Context: an optimization exercise on an open-source flow, tuned for small area, a short achievable clock period and few clock cycles per item. The choices shown serve that exercise and are no tape-out recipe.
At most, simulation tests tie the RTL to the original design; equivalence was not proved.

== JK ==
## tiny_encryption_algorithm
module tiny_encryption_algorithm(
    input              clk,         
    input              rst_n,       
    input              key_valid,   
    input              ptxt_valid,  
    input      [63:0]  ptxt,        
    input      [127:0] key,         
    output     [63:0]  ctxt,        
    output reg         ctxt_ready   
);
==> module tiny_encryption_algorithm, before the edit <==
module tiny_encryption_algorithm(
    input              clk,         
    input              rst_n,       
    input              key_valid,   
    input              ptxt_valid,  
    input      [63:0]  ptxt,        
    input      [127:0] key,         
    output     [63:0]  ctxt,        
    output reg         ctxt_ready   
);
localparam [31:0] DELTA   = 32'h9e3779b9;
localparam [31:0] SUM_END = 32'hc6ef3720;  
reg         busy;
reg         idle;    
reg         phase;   
reg [31:0]  sum;
reg [31:0]  a, b;
reg [127:0] k;
wire start = key_valid & ptxt_valid & ~busy;
wire last  = phase & (sum == SUM_END);
wire busy_next = busy ? ~last : start;
function automatic [31:0] add32(input [31:0] x, input [31:0] y);
    reg [31:0] p, g, c;
    reg [31:0] g2, p2;    
    reg [15:0] gg, pp;    
    integer l, i, j;
    begin
        p = x ^ y; g = x & y;
        g2[0] = g[0]; p2[0] = p[0];
        for (i = 1; i < 32; i = i + 1) begin
            g2[i] = g[i] | (p[i] & g[i-1]);
            p2[i] = p[i] & p[i-1];
        end
        for (i = 0; i < 16; i = i + 1) begin
            gg[i] = g2[2*i+1]; pp[i] = p2[2*i+1];
        end
        for (l = 0; l < 4; l = l + 1)
            for (i = 15; i >= 0; i = i - 1)
                if ((i >> l) & 1) begin
                    j = ((i >> l) << l) - 1;
                    gg[i] = gg[i] | (pp[i] & gg[j]);
                    pp[i] = pp[i] & pp[j];
                end
        c[0] = 1'b0;
        c[1] = g[0];
        for (i = 1; i < 16; i = i + 1) begin
            c[2*i] = gg[i-1];
            c[2*i+1] = g2[2*i] | (p2[2*i] & gg[i-1]);
        end
        add32 = p ^ c;
    end
endfunction
wire [31:0] f  = add32(b << 4, k[127:96]) ^ add32(b, sum) ^ add32(b >> 5, k[95:64]);
wire [31:0] op = ({32{busy}} & a) | ({32{idle}} & ptxt[31:0]);
wire [31:0] b_next = add32(op, f & {32{busy}});
always @(posedge clk or negedge rst_n) begin
    if (!rst_n) begin
        busy       <= 1'b0;
        ctxt_ready <= 1'b0;
    end else begin
        busy <= busy_next;
        if (busy & last) ctxt_ready <= 1'b1;
        else if (start) ctxt_ready <= 1'b0;
    end
end
always @(posedge clk) begin
    idle <= ~busy_next;
    k <= ({128{busy}} & {k[63:0], k[127:64]}) | ({128{idle}} & key);
    if (busy | start) begin
        a <= ({32{busy}} & b) | ({32{idle}} & ptxt[63:32]);
        b <= b_next;
    end
    if (busy) begin
        phase <= ~phase;
        if (phase) sum <= add32(sum, DELTA);
    end else begin
        phase <= 1'b0;
        sum   <= DELTA;
    end
end
assign ctxt = {a, b};
endmodule
Settings: LEC_CHECK=0, ABC_AREA=1, CAP_MARGIN=20, CORE_MARGIN=2, CORE_UTILIZATION=40, CTS_BUF_LIST=sky130_fd_sc_hd__clkbuf_8, CTS_CLUSTER_DIAMETER=60, CTS_CLUSTER_SIZE=12, SETUP_SLACK_MARGIN=5, SLEW_MARGIN=20; clock period 9.5 ns.
standard.sh (not shown) runs the stock make flow with config.mk's settings and CLKGATE_MAP_FILE= SYNTH_SCRIPT=/design/flow/synth_recipe.tcl, a recipe that flattens the netlist after the stock synthesis.
==> flow/flow/run.sh <==
#!/bin/bash
set -euo pipefail
args=()
while IFS= read -r line; do
  [[ -z "$line" || "$line" == \#* ]] && continue
  args+=("$line")
done < flow/make_vars.txt
bash standard.sh "${args[@]}" finish > standard_flow.log 2>&1
==> flow/flow/make_vars.txt <==
BUFFER_PORTS_ARGS=-buffer_cell sky130_fd_sc_hd__buf_1
CTS_ARGS=-sink_clustering_enable -repair_clock_nets -sink_clustering_size 12 -sink_clustering_max_diameter 60 -buf_list sky130_fd_sc_hd__clkbuf_8 -dont_use_dummy_load
#### Input delta (MS over JK)
-- flow/design.v --
<<< JK, line 73
    if (busy) begin
        phase <= ~phase;
        if (phase) sum <= add32(sum, DELTA);
    end else begin
        phase <= 1'b0;
>>> MS, line 73
    if (busy) begin
        phase <= ~phase;
        if (phase) sum <= sum + DELTA;
    end else begin
        phase <= 1'b0;
- Sort MS and JK by non-clock buffer total of the final layout, ascending, and JK comes first.
- MS reports a higher non-filler instance count after layout than JK does.
- MS vs. JK: register-to-register slack now sits higher; fraction of standard cell area that is sequential now sits lower; total routing resource utilization after global routing now sits higher; clock buffer count in the final layout now sits higher; number of gates resized after CTS now sits lower.
- When MS is set beside JK, its number of filler instances in the final layout turns out to be about 0.9% smaller.
- Routed via count up about 2.6% in MS wrt JK
Testbench counts of MS, summed over its fixed seeds: cycles 33,280, items 512.
No functional check of the RTL was part of JK.

========
Setup of run a:
tiny_encryption_algorithm, a different RTL version from the one above (not shown whole).
For scale: about 2000 cells after synthesis, roughly 230 flip-flops, about 260 I/O pins.
==> module tiny_encryption_algorithm, before the edit <==
module tiny_encryption_algorithm(
    input              clk,         
    input              rst_n,       
    input              key_valid,   
    input              ptxt_valid,  
    input      [63:0]  ptxt,        
    input      [127:0] key,         
    output     [63:0]  ctxt,        
    output reg         ctxt_ready   
);
localparam [31:0] DELTA   = 32'h9e3779b9;
localparam [31:0] SUM_END = 32'hc6ef3720;  
reg         busy;
reg         idle;    
reg         phase;   
reg [31:0]  sum;
reg [31:0]  a, b;
reg [127:0] k;
wire start = key_valid & ptxt_valid & ~busy;
wire last  = phase & (sum == SUM_END);
wire busy_next = busy ? ~last : start;
function automatic [31:0] add32(input [31:0] x, input [31:0] y);
    reg [31:0] p, g, c;
    reg [31:0] g2, p2;    
    reg [15:0] gg, pp;    
    integer l, i, j;
    begin
        p = x ^ y; g = x & y;
        g2[0] = g[0]; p2[0] = p[0];
        for (i = 1; i < 32; i = i + 1) begin
            g2[i] = g[i] | (p[i] & g[i-1]);
            p2[i] = p[i] & p[i-1];
        end
        for (i = 0; i < 16; i = i + 1) begin
            gg[i] = g2[2*i+1]; pp[i] = p2[2*i+1];
        end
        for (l = 0; l < 4; l = l + 1)
            for (i = 15; i >= 0; i = i - 1)
                if ((i >> l) & 1) begin
                    j = ((i >> l) << l) - 1;
                    gg[i] = gg[i] | (pp[i] & gg[j]);
                    pp[i] = pp[i] & pp[j];
                end
        c[0] = 1'b0;
        c[1] = g[0];
        for (i = 1; i < 16; i = i + 1) begin
            c[2*i] = gg[i-1];
            c[2*i+1] = g2[2*i] | (p2[2*i] & gg[i-1]);
        end
        add32 = p ^ c;
    end
endfunction
function automatic [31:0] addgp(input [31:0] g, input [31:0] p);
    reg [31:0] c, g2, p2;
    reg [15:0] gg, pp;
    integer l, i, j;
    begin
        g2[0] = g[0]; p2[0] = p[0];
        for (i = 1; i < 32; i = i + 1) begin
            g2[i] = g[i] | (p[i] & g[i-1]);
            p2[i] = p[i] & p[i-1];
        end
        for (i = 0; i < 16; i = i + 1) begin
            gg[i] = g2[2*i+1]; pp[i] = p2[2*i+1];
        end
        for (l = 0; l < 4; l = l + 1)
            for (i = 15; i >= 0; i = i - 1)
                if ((i >> l) & 1) begin
                    j = ((i >> l) << l) - 1;
                    gg[i] = gg[i] | (pp[i] & gg[j]);
                    pp[i] = pp[i] & pp[j];
                end
        c[0] = 1'b0;
        c[1] = g[0];
        for (i = 1; i < 16; i = i + 1) begin
            c[2*i] = gg[i-1];
            c[2*i+1] = g2[2*i] | (p2[2*i] & gg[i-1]);
        end
        addgp = p ^ c;
    end
endfunction
wire [31:0] t0 = add32(b << 4, k[127:96]);
wire [31:0] t1 = add32(b, sum);
wire [31:0] t2 = add32(b >> 5, k[95:64]);
wire [31:0] f  = t0 ^ t1 ^ t2;
wire [31:0] fg = {32{busy}} & a & f;
wire [31:0] fp = ({32{busy}} & (a ^ t0 ^ t1 ^ t2)) | ({32{idle}} & ptxt[31:0]);
wire [31:0] b_next = addgp(fg, fp);
always @(posedge clk or negedge rst_n) begin
    if (!rst_n) begin
        busy       <= 1'b0;
        ctxt_ready <= 1'b0;
    end else begin
        busy <= busy_next;
        if (busy & last) ctxt_ready <= 1'b1;
        else if (start) ctxt_ready <= 1'b0;
    end
end
always @(posedge clk) begin
    idle <= ~busy_next;
    k <= ({128{busy}} & {k[63:0], k[127:64]}) | ({128{idle}} & key);
    if (busy | start) begin
        a <= ({32{busy}} & b) | ({32{idle}} & ptxt[63:32]);
        b <= b_next;
    end
    if (busy) begin
        phase <= ~phase;
        if (phase) sum <= add32(sum, DELTA);
    end else begin
        phase <= 1'b0;
        sum   <= DELTA;
    end
end
assign ctxt = {a, b};
endmodule
==> flow/config.mk <==
export PLATFORM = sky130hd
export DESIGN_NAME = tiny_encryption_algorithm
export DESIGN_NICKNAME = tiny_encryption_algorithm
export VERILOG_FILES = /design/flow/design.v
export SDC_FILE = /design/flow/constraint.sdc
export NUM_CORES = 4
export LEC_CHECK = 0
export ABC_AREA = 1
export CAP_MARGIN = 20
export CORE_MARGIN = 2
export CORE_UTILIZATION = 40
export CTS_BUF_LIST = sky130_fd_sc_hd__clkbuf_8
export CTS_CLUSTER_DIAMETER = 60
export CTS_CLUSTER_SIZE = 12
export SETUP_SLACK_MARGIN = 5
export SLEW_MARGIN = 20
==> flow/constraint.sdc <==
create_clock -name core_clock -period 9.5 [get_ports {clk}]
set_input_delay 1.9000 -clock core_clock [delete_from_list [all_inputs] [get_ports {clk}]]
set_output_delay 1.9000 -clock core_clock [all_outputs]
set_load 0.01 [all_outputs]
==> flow/flow/make_vars.txt <==
BUFFER_PORTS_ARGS=-buffer_cell sky130_fd_sc_hd__buf_1
CTS_ARGS=-sink_clustering_enable -repair_clock_nets -sink_clustering_size 12 -sink_clustering_max_diameter 60 -buf_list sky130_fd_sc_hd__clkbuf_8 -dont_use_dummy_load
SETUP_SLACK_MARGIN=5.5
Scripts as last shown in full above: flow/flow/run.sh
Testbench counts of run a, summed over its fixed seeds: cycles 33,280, items 512.
## Diff of input files: run b against run a
==> flow/design.v <==
module tiny_encryption_algorithm(
    input              clk,         
    input              rst_n,       
    input              key_valid,   
    input              ptxt_valid,  
    input      [63:0]  ptxt,        
    input      [127:0] key,         
    output     [63:0]  ctxt,        
    output reg         ctxt_ready   
);
localparam [31:0] DELTA   = 32'h9e3779b9;
localparam [31:0] SUM_END = 32'hc6ef3720;  
reg         busy;
reg         idle;    
reg         phase;   
reg [31:0]  sum;
reg [31:0]  a, b;
reg [127:0] k;
wire start = key_valid & ptxt_valid & ~busy;
wire last  = phase & (sum == SUM_END);
wire busy_next = busy ? ~last : start;
function automatic [31:0] add32(input [31:0] x, input [31:0] y);
    reg [31:0] p, gg, pp;
    integer l, i, j;
    begin
        p = x ^ y; gg = x & y; pp = p;
        for (l = 0; l < 5; l = l + 1)
            for (i = 31; i >= 0; i = i - 1)
                if ((i >> l) & 1) begin
                    j = ((i >> l) << l) - 1;
                    gg[i] = gg[i] | (pp[i] & gg[j]);
                    pp[i] = pp[i] & pp[j];
                end
        add32 = p ^ {gg[30:0], 1'b0};
    end
endfunction
function automatic [31:0] addgp(input [31:0] g, input [31:0] p);
    reg [31:0] c, g2, p2;
    reg [15:0] gg, pp;
    integer l, i, j;
    begin
        g2[0] = g[0]; p2[0] = p[0];
        for (i = 1; i < 32; i = i + 1) begin
            g2[i] = g[i] | (p[i] & g[i-1]);
            p2[i] = p[i] & p[i-1];
        end
        for (i = 0; i < 16; i = i + 1) begin
            gg[i] = g2[2*i+1]; pp[i] = p2[2*i+1];
        end
        for (l = 0; l < 4; l = l + 1)
            for (i = 15; i >= 0; i = i - 1)
                if ((i >> l) & 1) begin
                    j = ((i >> l) << l) - 1;
                    gg[i] = gg[i] | (pp[i] & gg[j]);
                    pp[i] = pp[i] & pp[j];
                end
        c[0] = 1'b0;
        c[1] = g[0];
        for (i = 1; i < 16; i = i + 1) begin
            c[2*i] = gg[i-1];
            c[2*i+1] = g2[2*i] | (p2[2*i] & gg[i-1]);
        end
        addgp = p ^ c;
    end
endfunction
wire [31:0] t0 = add32(b << 4, k[127:96]);
wire [31:0] t1 = add32(b, sum);
wire [31:0] t2 = add32(b >> 5, k[95:64]);
wire [31:0] f  = t0 ^ t1 ^ t2;
wire [31:0] fg = {32{busy}} & a & f;
wire [31:0] fp = ({32{busy}} & (a ^ t0 ^ t1 ^ t2)) | ({32{idle}} & ptxt[31:0]);
wire [31:0] b_next = addgp(fg, fp);
always @(posedge clk or negedge rst_n) begin
    if (!rst_n) begin
        busy       <= 1'b0;
        ctxt_ready <= 1'b0;
    end else begin
        busy <= busy_next;
        if (busy & last) ctxt_ready <= 1'b1;
        else if (start) ctxt_ready <= 1'b0;
    end
end
always @(posedge clk) begin
    idle <= ~busy_next;
    k <= ({128{busy}} & {k[63:0], k[127:64]}) | ({128{idle}} & key);
    if (busy | start) begin
        a <= ({32{busy}} & b) | ({32{idle}} & ptxt[63:32]);
        b <= b_next;
    end
    if (busy) begin
        phase <= ~phase;
        if (phase) sum <= add32(sum, DELTA);
    end else begin
        phase <= 1'b0;
        sum   <= DELTA;
    end
end
assign ctxt = {a, b};
endmodule
[summary]
Taking run a as the reference, in run b number of non-clock buffers has increased; summed area of non-filler cells in the final layout increased 460 um2.
Re global router's overall resource usage: run b and run a aren't equal, and the higher value belongs to run b.
Looking at register fraction of the total cell area, run b sits 0.73 points below run a.
Run b ended up with b[15] as its capture point of the worst path; run a ended up with b[21].
In the floorplan summary, run b is listed with a die area greater than that of run a.
Only the layout flow was run in run b; the RTL was not checked for function there.

========
== before ==
Another version of the RTL of tiny_encryption_algorithm (not shown whole).
Size in the first run: ~2100 cells after synthesis, roughly 230 flip-flops, about 16000 um^2 of cells after synthesis.
==> module tiny_encryption_algorithm, before the edit <==
module tiny_encryption_algorithm(
    input              clk,         
    input              rst_n,       
    input              key_valid,   
    input              ptxt_valid,  
    input      [63:0]  ptxt,        
    input      [127:0] key,         
    output     [63:0]  ctxt,        
    output reg         ctxt_ready   
);
localparam [31:0] DELTA   = 32'h9e3779b9;
localparam [31:0] SUM_END = 32'hc6ef3720;  
reg         busy;
reg         idle;    
reg         phase;   
reg [31:0]  sum;
reg [31:0]  a, b;
reg [127:0] k;
wire start = key_valid & ptxt_valid & ~busy;
wire last  = phase & (sum == SUM_END);
wire busy_next = busy ? ~last : start;
function automatic [31:0] add32(input [31:0] x, input [31:0] y);
    reg [31:0] p, g, c;
    reg [31:0] g2, p2;    
    reg [15:0] gg, pp;    
    integer l, i, j;
    begin
        p = x ^ y; g = x & y;
        g2[0] = g[0]; p2[0] = p[0];
        for (i = 1; i < 32; i = i + 1) begin
            g2[i] = g[i] | (p[i] & g[i-1]);
            p2[i] = p[i] & p[i-1];
        end
        for (i = 0; i < 16; i = i + 1) begin
            gg[i] = g2[2*i+1]; pp[i] = p2[2*i+1];
        end
        for (l = 0; l < 4; l = l + 1)
            for (i = 15; i >= 0; i = i - 1)
                if ((i >> l) & 1) begin
                    j = ((i >> l) << l) - 1;
                    gg[i] = gg[i] | (pp[i] & gg[j]);
                    pp[i] = pp[i] & pp[j];
                end
        c[0] = 1'b0;
        c[1] = g[0];
        for (i = 1; i < 16; i = i + 1) begin
            c[2*i] = gg[i-1];
            c[2*i+1] = g2[2*i] | (p2[2*i] & gg[i-1]);
        end
        add32 = p ^ c;
    end
endfunction
function automatic [31:0] cy32(input [31:0] x, input [31:0] y);
    reg [31:0] p, g, c;
    reg [31:0] g2, p2;    
    reg [15:0] gg, pp;    
    integer l, i, j;
    begin
        p = x ^ y; g = x & y;
        g2[0] = g[0]; p2[0] = p[0];
        for (i = 1; i < 32; i = i + 1) begin
            g2[i] = g[i] | (p[i] & g[i-1]);
            p2[i] = p[i] & p[i-1];
        end
        for (i = 0; i < 16; i = i + 1) begin
            gg[i] = g2[2*i+1]; pp[i] = p2[2*i+1];
        end
        for (l = 0; l < 4; l = l + 1)
            for (i = 15; i >= 0; i = i - 1)
                if ((i >> l) & 1) begin
                    j = ((i >> l) << l) - 1;
                    gg[i] = gg[i] | (pp[i] & gg[j]);
                    pp[i] = pp[i] & pp[j];
                end
        c[0] = 1'b0;
        c[1] = g[0];
        for (i = 1; i < 16; i = i + 1) begin
            c[2*i] = gg[i-1];
            c[2*i+1] = g2[2*i] | (p2[2*i] & gg[i-1]);
        end
        cy32 = c;
    end
endfunction
function automatic [31:0] addgp(input [31:0] g, input [31:0] p, input [31:0] ps);
    reg [31:0] c, g2, p2;
    reg [15:0] gg, pp;
    integer l, i, j;
    begin
        g2[0] = g[0]; p2[0] = p[0];
        for (i = 1; i < 32; i = i + 1) begin
            g2[i] = g[i] | (p[i] & g[i-1]);
            p2[i] = p[i] & p[i-1];
        end
        for (i = 0; i < 16; i = i + 1) begin
            gg[i] = g2[2*i+1]; pp[i] = p2[2*i+1];
        end
        for (l = 0; l < 4; l = l + 1)
            for (i = 15; i >= 0; i = i - 1)
                if ((i >> l) & 1) begin
                    j = ((i >> l) << l) - 1;
                    gg[i] = gg[i] | (pp[i] & gg[j]);
                    pp[i] = pp[i] & pp[j];
                end
        c[0] = 1'b0;
        c[1] = g[0];
        for (i = 1; i < 16; i = i + 1) begin
            c[2*i] = gg[i-1];
            c[2*i+1] = g2[2*i] | (p2[2*i] & gg[i-1]);
        end
        addgp = ps ^ c;
    end
endfunction
wire [31:0] c0 = cy32(b << 4, k[127:96]);
wire [31:0] c1 = cy32(b, sum);
wire [31:0] c2 = cy32(b >> 5, k[95:64]);
wire [31:0] pe = (b << 4) ^ k[127:96] ^ b ^ sum ^ (b >> 5) ^ k[95:64];
wire [31:0] pf = (c0 ^ c1) ^ (c2 ^ (pe ^ a));     
wire [31:0] fg = {32{busy}} & a & ~pf;
wire [31:0] fp = pf;
wire [31:0] fs = ({32{busy}} & pf) | ({32{idle}} & ptxt[31:0]);
wire [31:0] b_next = addgp(fg, fp, fs);
always @(posedge clk or negedge rst_n) begin
    if (!rst_n) begin
        busy       <= 1'b0;
        ctxt_ready <= 1'b0;
    end else begin
        busy <= busy_next;
        if (busy & last) ctxt_ready <= 1'b1;
        else if (start) ctxt_ready <= 1'b0;
    end
end
always @(posedge clk) begin
    idle <= ~busy_next;
    k <= ({128{busy}} & {k[63:0], k[127:64]}) | ({128{idle}} & key);
    if (busy | start) begin
        a <= ({32{busy}} & b) | ({32{idle}} & ptxt[63:32]);
        b <= b_next;
    end
    if (busy) begin
        phase <= ~phase;
        if (phase) sum <= add32(sum, DELTA);
    end else begin
        phase <= 1'b0;
        sum   <= DELTA;
    end
end
assign ctxt = {a, b};
endmodule
==> flow/config.mk <==
export PLATFORM = sky130hd
export DESIGN_NAME = tiny_encryption_algorithm
export DESIGN_NICKNAME = tiny_encryption_algorithm
export VERILOG_FILES = /design/flow/design.v
export SDC_FILE = /design/flow/constraint.sdc
export NUM_CORES = 4
export LEC_CHECK = 0
export ABC_AREA = 1
export CAP_MARGIN = 20
export CORE_MARGIN = 2
export CORE_UTILIZATION = 40
export CTS_BUF_LIST = sky130_fd_sc_hd__clkbuf_8
export CTS_CLUSTER_DIAMETER = 60
export CTS_CLUSTER_SIZE = 12
export SETUP_SLACK_MARGIN = 5
export SLEW_MARGIN = 20
==> flow/constraint.sdc <==
create_clock -name core_clock -period 9.5 [get_ports {clk}]
set_input_delay 1.9000 -clock core_clock [delete_from_list [all_inputs] [get_ports {clk}]]
set_output_delay 1.9000 -clock core_clock [all_outputs]
set_load 0.01 [all_outputs]
Scripts as last shown in full above: flow/flow/run.sh, flow/flow/make_vars.txt
Testbench counts of before, summed over its fixed seeds: cycles 33,280, items 512.
Changes in after relative to before:
diff --git a/flow/design.v b/flow/design.v
--- a/flow/design.v
+++ b/flow/design.v
@@ -80,9 +80,9 @@
         end
         cy32 = c;
     end
 endfunction
-function automatic [31:0] addgp(input [31:0] g, input [31:0] p, input [31:0] ps);
+function automatic [31:0] addgp(input [31:0] g, input [31:0] p);
     reg [31:0] c, g2, p2;
     reg [15:0] gg, pp;
     integer l, i, j;
     begin
@@ -106,20 +106,19 @@
         for (i = 1; i < 16; i = i + 1) begin
             c[2*i] = gg[i-1];
             c[2*i+1] = g2[2*i] | (p2[2*i] & gg[i-1]);
         end
-        addgp = ps ^ c;
+        addgp = p ^ c;
     end
 endfunction
 wire [31:0] c0 = cy32(b << 4, k[127:96]);
 wire [31:0] c1 = cy32(b, sum);
 wire [31:0] c2 = cy32(b >> 5, k[95:64]);
 wire [31:0] pe = (b << 4) ^ k[127:96] ^ b ^ sum ^ (b >> 5) ^ k[95:64];
 wire [31:0] pf = (c0 ^ c1) ^ (c2 ^ (pe ^ a));     
 wire [31:0] fg = {32{busy}} & a & ~pf;
-wire [31:0] fp = pf;
-wire [31:0] fs = ({32{busy}} & pf) | ({32{idle}} & ptxt[31:0]);
-wire [31:0] b_next = addgp(fg, fp, fs);
+wire [31:0] fp = ({32{busy}} & pf) | ({32{idle}} & ptxt[31:0]);
+wire [31:0] b_next = addgp(fg, fp);
 always @(posedge clk or negedge rst_n) begin
     if (!rst_n) begin
         busy       <= 1'b0;
         ctxt_ready <= 1'b0;
- after vs before: number of buffers created by CTS down in after
- Setup slack down 0.014 ns in after wrt before
- Diff before -> after: routed wirelength normalized by instance count lost 0.31 um.
- Diff before..after | number of H-tree levels | unchanged
- met2 wirelength from detailed routing for after: 3.9% down relative to before
- after vs. before: adder-cell share of the synthesized area up 0.31 points, non-clock buffer count up 29.
- after: fraction of area in clock buffers and inverters is 0.20 points lower than what before reported.
- Placer congestion estimate down 0.041 in after wrt before
- Fraction of area in multi-input gates was lower in the run labelled after.
Testbench counts of after, summed over its fixed seeds: cycles 33,280, items 512.

[re-timing with driven ports]
How much do the figures lean on ideal ports? The routed layouts below were timed once more, with nothing changed but the port constraints.
Step 1 (the two cells are an assumption about what drives the block):
set clk [get_ports {clk}]
set_driving_cell -lib_cell sky130_fd_sc_hd__clkbuf_16 $clk
set_driving_cell -lib_cell sky130_fd_sc_hd__buf_2 [delete_from_list [all_inputs] $clk]
Step 2 times the ports against the registers' clock, not the clock port: input delays grow and output delays shrink by t, the midpoint of the rising clock arrivals with the driver on.
Three values: no drivers, after step 1, after step 2; two values: the first two.
run	t (ns)	setup WS [ns]	hold slack, ns	worst setup path at the end	pins driven straight from the clock port
JK	0.601	5.176 / 5.176 / 4.922	0.439 / 0.439 / 0.439	input to register	1
MS	0.620	5.203 / 5.203 / 4.897	0.424 / 0.424 / 0.424	input to register	1
run a	0.633	5.674 / 5.674 / 5.330	0.420 / 0.420 / 0.420	input to register	1
run b	0.654	5.368 / 5.368 / 5.170	0.430 / 0.430 / 0.430	input to register	1
before	0.626	5.807 / 5.807 / 5.807	0.417 / 0.417 / 0.417	register to register	1
after	0.622	5.792 / 5.809 / 5.187	0.425 / 0.425 / 0.425	input to register	1
After both steps setup and hold are still met in every run listed. For after, which loses most, drivers alone change the setup slack by +0.017 ns; drivers and shift together by -0.605 ns.
